Background: an optimization exercise with open tools, aiming at small area and a short achievable clock period. Do not read the settings as production practice.
Only simulation tests tie the RTL to the original design; equivalence was not proved.
Power is estimated from default activity; no workload was simulated.

==> flow/design.v (excerpt) <==
module add1(
	input clk,
	input operation,
	input [15:0] x,y,
	output [15:0] z,
	input [2:0]counter
	);
wire xs = x[15], ys = y[15];
wire [4:0] xe = x[14:10], ye = y[14:10];
wire [10:0] X = {1'b1, x[9:0]};
wire [10:0] Y = {1'b1, y[9:0]};
reg z_sign;
reg [4:0] z_exp;
reg [9:0] z_m;
assign z = {z_sign, z_exp, z_m};
wire [9:0] xm = x[9:0], ym = y[9:0];
wire ppn0_0 = ~(xm[0] & ym[0]);
wire ppn0_1 = ~(xm[0] & ym[1]);
wire ppn0_2 = ~(xm[0] & ym[2]);
wire ppn0_3 = ~(xm[0] & ym[3]);
wire ppn0_4 = ~(xm[0] & ym[4]);
wire ppn0_5 = ~(xm[0] & ym[5]);
wire ppn0_6 = ~(xm[0] & ym[6]);
wire ppn0_7 = ~(xm[0] & ym[7]);
wire ppn0_8 = ~(xm[0] & ym[8]);
wire ppn0_9 = ~(xm[0] & ym[9]);
wire ppn1_0 = ~(xm[1] & ym[0]);
wire ppn1_1 = ~(xm[1] & ym[1]);
wire ppn1_2 = ~(xm[1] & ym[2]);
wire ppn1_3 = ~(xm[1] & ym[3]);
wire ppn1_4 = ~(xm[1] & ym[4]);
wire ppn1_5 = ~(xm[1] & ym[5]);
wire ppn1_6 = ~(xm[1] & ym[6]);
wire ppn1_7 = ~(xm[1] & ym[7]);
wire ppn1_8 = ~(xm[1] & ym[8]);
wire ppn1_9 = ~(xm[1] & ym[9]);
wire ppn2_0 = ~(xm[2] & ym[0]);
wire ppn2_1 = ~(xm[2] & ym[1]);
  ...
Size: ~950 cells after synthesis, ~53 I/O pins, about 6500 um2 of cells after synthesis.
export LEC_CHECK = 0
export CAP_MARGIN = 20
export CORE_MARGIN = 2
export CORE_UTILIZATION = 60
export PLACE_DENSITY = 0.75
export SETUP_SLACK_MARGIN = 2.0
export SLEW_MARGIN = 20
create_clock -name core_clock -period 8.5 [get_ports {clk}]
standard.sh (not shown) runs the stock make flow with config.mk's settings and CLKGATE_MAP_FILE= SYNTH_SCRIPT=/design/flow/synth_recipe.tcl, a recipe that flattens the netlist after the stock synthesis.
==> flow/flow/run.sh <==
#!/bin/bash
# Own layout flow: the standard ORFS flow (standard.sh) with these changes:
#  - synthesis is synth_recipe.tcl with ORFS synth.tcl patched by flow/patch_synth.py:
#    the RTL's full adder module add1_fa becomes the library full adder cell, no other
#    adder extraction, modules kept apart until after ABC (synth_recipe.tcl flattens them
#    at the end), and ABC maps add1_mcpa (the multiplier's final adder) with
#    flow/abc_fast.script and the rest with flow/abc.script;
#  - ports are buffered with sky130_fd_sc_hd__buf_1;
set -euo pipefail
W=$PWD
python3 flow/patch_synth.py "$FLOW_HOME/scripts/synth.tcl" "$W/flow_synth_mod.tcl" > patch.log 2>&1
sed "s#source \$::env(SCRIPTS_DIR)/synth.tcl#source $W/flow_synth_mod.tcl#" synth_recipe.tcl > flow_synth.tcl
grep -q "flow_synth_mod.tcl" flow_synth.tcl
export MY_ABC_SCRIPT=$W/flow/abc.script
export MY_ABC_SCRIPT_FAST=$W/flow/abc_fast.script
export MY_FAST_MODULES=add1_mcpa
bash standard.sh SYNTH_SCRIPT=$W/flow_synth.tcl synth > flow_synth.log 2>&1
bash standard.sh SYNTH_SCRIPT=$W/flow_synth.tcl "BUFFER_PORTS_ARGS=-buffer_cell sky130_fd_sc_hd__buf_1" SKIP_INCREMENTAL_REPAIR=1 finish > flow_layout.log 2>&1
test -f out/final.def
==> flow/flow/abc.script <==
strash
dch
map -D 3000
buffer -c
topo
stime -c
upsize -c
dnsize -c
==> flow/flow/abc_fast.script <==
strash
dch
map -D 1500
buffer -c
topo
stime -c
upsize -c
dnsize -c
==> flow/flow/patch_synth.py <==
import sys
s = open(sys.argv[1]).read()
def rep(old, new):
    global s
    assert s.count(old) == 1, old
    s = s.replace(old, new)
# the design's full adder module (add1_fa) becomes the library's full adder cell
rep("hierarchy -check -top $::env(DESIGN_NAME)\n",
    "hierarchy -check -top $::env(DESIGN_NAME)\n"
    "chtype -map add1_fa sky130_fd_sc_hd__fa_1\n"
    "hierarchy -check -top $::env(DESIGN_NAME)\n")
# keep the design's modules apart until after ABC (synth_recipe.tcl flattens at the end)
rep("  synth -flatten -run :fine {*}$synth_full_args\n", "  synth -run :fine {*}$synth_full_args\n")
# no other adder extraction
rep("  extract_fa {*}[dont_use_extract_fa_args]\n", "")
# final ABC mapping: the fast modules with one script, the rest with another
rep("  log_cmd abc {*}$abc_args\n",
    "  foreach m $::env(MY_FAST_MODULES) {\n"
    "    log_cmd abc {*}[lreplace $abc_args 1 1 $::env(MY_ABC_SCRIPT_FAST)] $m\n"
    "  }\n"
    "  log_cmd abc {*}[lreplace $abc_args 1 1 $::env(MY_ABC_SCRIPT)] $::env(DESIGN_NAME)\n")
open(sys.argv[2], 'w').write(s)
The starting point completed without violations.
Rerun with:
==> flow/flow/abc.script (replaced) <==
strash
dch
map -D 4000
buffer -c
topo
stime -c
upsize -c
dnsize -c
The new run produced a clean layout.
Routed wire length rose by about 3%.
Die area fell by 3.7%.
Sequential power barely changes.
Power rose by about 3.5%.

---

Another version of the RTL of add1 (not shown whole).
Size in the first run: about 1000 cells after synthesis, about 16 flip-flops, roughly 6700 µm² of cells after synthesis.
==> flow/design.v (excerpt) <==
module add1(
	input clk,
	input operation,
	input [15:0] x,y,
	output [15:0] z,
	input [2:0]counter
	);
wire xs = x[15], ys = y[15];
wire [4:0] xe = x[14:10], ye = y[14:10];
wire [10:0] X = {1'b1, x[9:0]};
wire [10:0] Y = {1'b1, y[9:0]};
reg z_sign;
reg [4:0] z_exp;
reg [9:0] z_m;
assign z = {z_sign, z_exp, z_m};
wire [9:0] xm = x[9:0], ym = y[9:0];
wire ppn0_0 = ~(xm[0] & ym[0]);
wire ppn0_1 = ~(xm[0] & ym[1]);
wire ppn0_2 = ~(xm[0] & ym[2]);
wire ppn0_3 = ~(xm[0] & ym[3]);
wire ppn0_4 = ~(xm[0] & ym[4]);
wire ppn0_5 = ~(xm[0] & ym[5]);
wire ppn0_6 = ~(xm[0] & ym[6]);
wire ppn0_7 = ~(xm[0] & ym[7]);
wire ppn0_8 = ~(xm[0] & ym[8]);
wire ppn0_9 = ~(xm[0] & ym[9]);
wire ppn1_0 = ~(xm[1] & ym[0]);
wire ppn1_1 = ~(xm[1] & ym[1]);
wire ppn1_2 = ~(xm[1] & ym[2]);
wire ppn1_3 = ~(xm[1] & ym[3]);
wire ppn1_4 = ~(xm[1] & ym[4]);
wire ppn1_5 = ~(xm[1] & ym[5]);
wire ppn1_6 = ~(xm[1] & ym[6]);
wire ppn1_7 = ~(xm[1] & ym[7]);
wire ppn1_8 = ~(xm[1] & ym[8]);
wire ppn1_9 = ~(xm[1] & ym[9]);
wire ppn2_0 = ~(xm[2] & ym[0]);
wire ppn2_1 = ~(xm[2] & ym[1]);
wire ppn2_2 = ~(xm[2] & ym[2]);
wire ppn2_3 = ~(xm[2] & ym[3]);
wire ppn2_4 = ~(xm[2] & ym[4]);
wire ppn2_5 = ~(xm[2] & ym[5]);
  ...
clock: 8.5 ns
lec_check: 0
cap_margin: 20
core_margin: 2
core_utilization: 40
place_density: 0.6
setup_slack_margin: 1.5
slew_margin: 20
==> flow/flow/run.sh <==
#!/bin/bash
# Own layout flow: the standard ORFS flow (standard.sh) with these changes:
#  - synthesis is synth_recipe.tcl with ORFS synth.tcl patched by flow/patch_synth.py:
#    the RTL's full adder module add1_fa becomes the library full adder cell, no other
#    adder extraction, modules kept apart until after ABC (synth_recipe.tcl flattens them
#    at the end), and ABC maps add1_mcpa (the multiplier's final adder) with
#    flow/abc_fast.script and the rest with flow/abc.script;
#  - ports are buffered with sky130_fd_sc_hd__buf_1.
# The registers and their names are those of the standard synthesis.
# Each tool's output goes to a log in this folder (and ORFS's own logs under orfs/logs).
set -euo pipefail
W=$PWD
python3 flow/patch_synth.py "$FLOW_HOME/scripts/synth.tcl" "$W/flow_synth_mod.tcl" > patch.log 2>&1
sed "s#source \$::env(SCRIPTS_DIR)/synth.tcl#source $W/flow_synth_mod.tcl#" synth_recipe.tcl > flow_synth.tcl
grep -q "flow_synth_mod.tcl" flow_synth.tcl
export MY_ABC_SCRIPT=$W/flow/abc.script
export MY_ABC_SCRIPT_FAST=$W/flow/abc_fast.script
export MY_FAST_MODULES=add1_mcpa
bash standard.sh SYNTH_SCRIPT=$W/flow_synth.tcl synth > flow_synth.log 2>&1
bash standard.sh SYNTH_SCRIPT=$W/flow_synth.tcl "BUFFER_PORTS_ARGS=-buffer_cell sky130_fd_sc_hd__buf_1" finish > flow_layout.log 2>&1
test -f out/final.def
==> flow/flow/abc.script <==
strash
dch
map -D 4500
buffer -c
topo
stime -c
upsize -c
dnsize -c
Scripts as last shown in full above: flow/flow/abc_fast.script, flow/flow/patch_synth.py
Edit:
CORE_UTILIZATION = 70   (was 40)
PLACE_DENSITY = 0.85   (was 0.6)
SETUP_SLACK_MARGIN = 3.0   (was 1.5)
After rerunning: This time the run never finished: it broke off in global routing. Synthesized area does not change. Synthesized cell count stays the same.

-- re-timing with driven ports --
How much do the figures lean on ideal ports? The routed layouts below were timed once more, with nothing changed but the port constraints.
Step 1 assumes that a clkbuf_16 drives the clock port and a buf_2 every other input.
Step 2 also shifts input and output timing later by t, the mid clock arrival at the registers, as if the neighbouring blocks saw the same clock.
Three values: no drivers, after step 1, after step 2; two values: the first two.
run | t, ns | setup slack, ns | worst hold slack (ns) | slew at the worst register clock pin (ns) | worst slew at a driven data input, ns
the first run of note 1 | 0.265 | 2.002 / 2.000 / 1.735 | 1.834 / 1.831 / 2.096 | 0.06 / 0.06 | 0.06
the second run of note 1 | 0.263 | 1.913 / 1.906 / 1.643 | 1.866 / 1.867 / 2.130 | 0.06 / 0.06 | 0.04
the first run of note 2 | 0.265 | 1.908 / 1.909 / 1.645 | 1.895 / 1.891 / 2.155 | 0.04 / 0.04 | 0.04
After both steps every run listed still meets setup and hold. The setup slack of the second run of note 1, which loses most, moves by -0.007 ns with the drivers and by -0.270 ns with both steps.
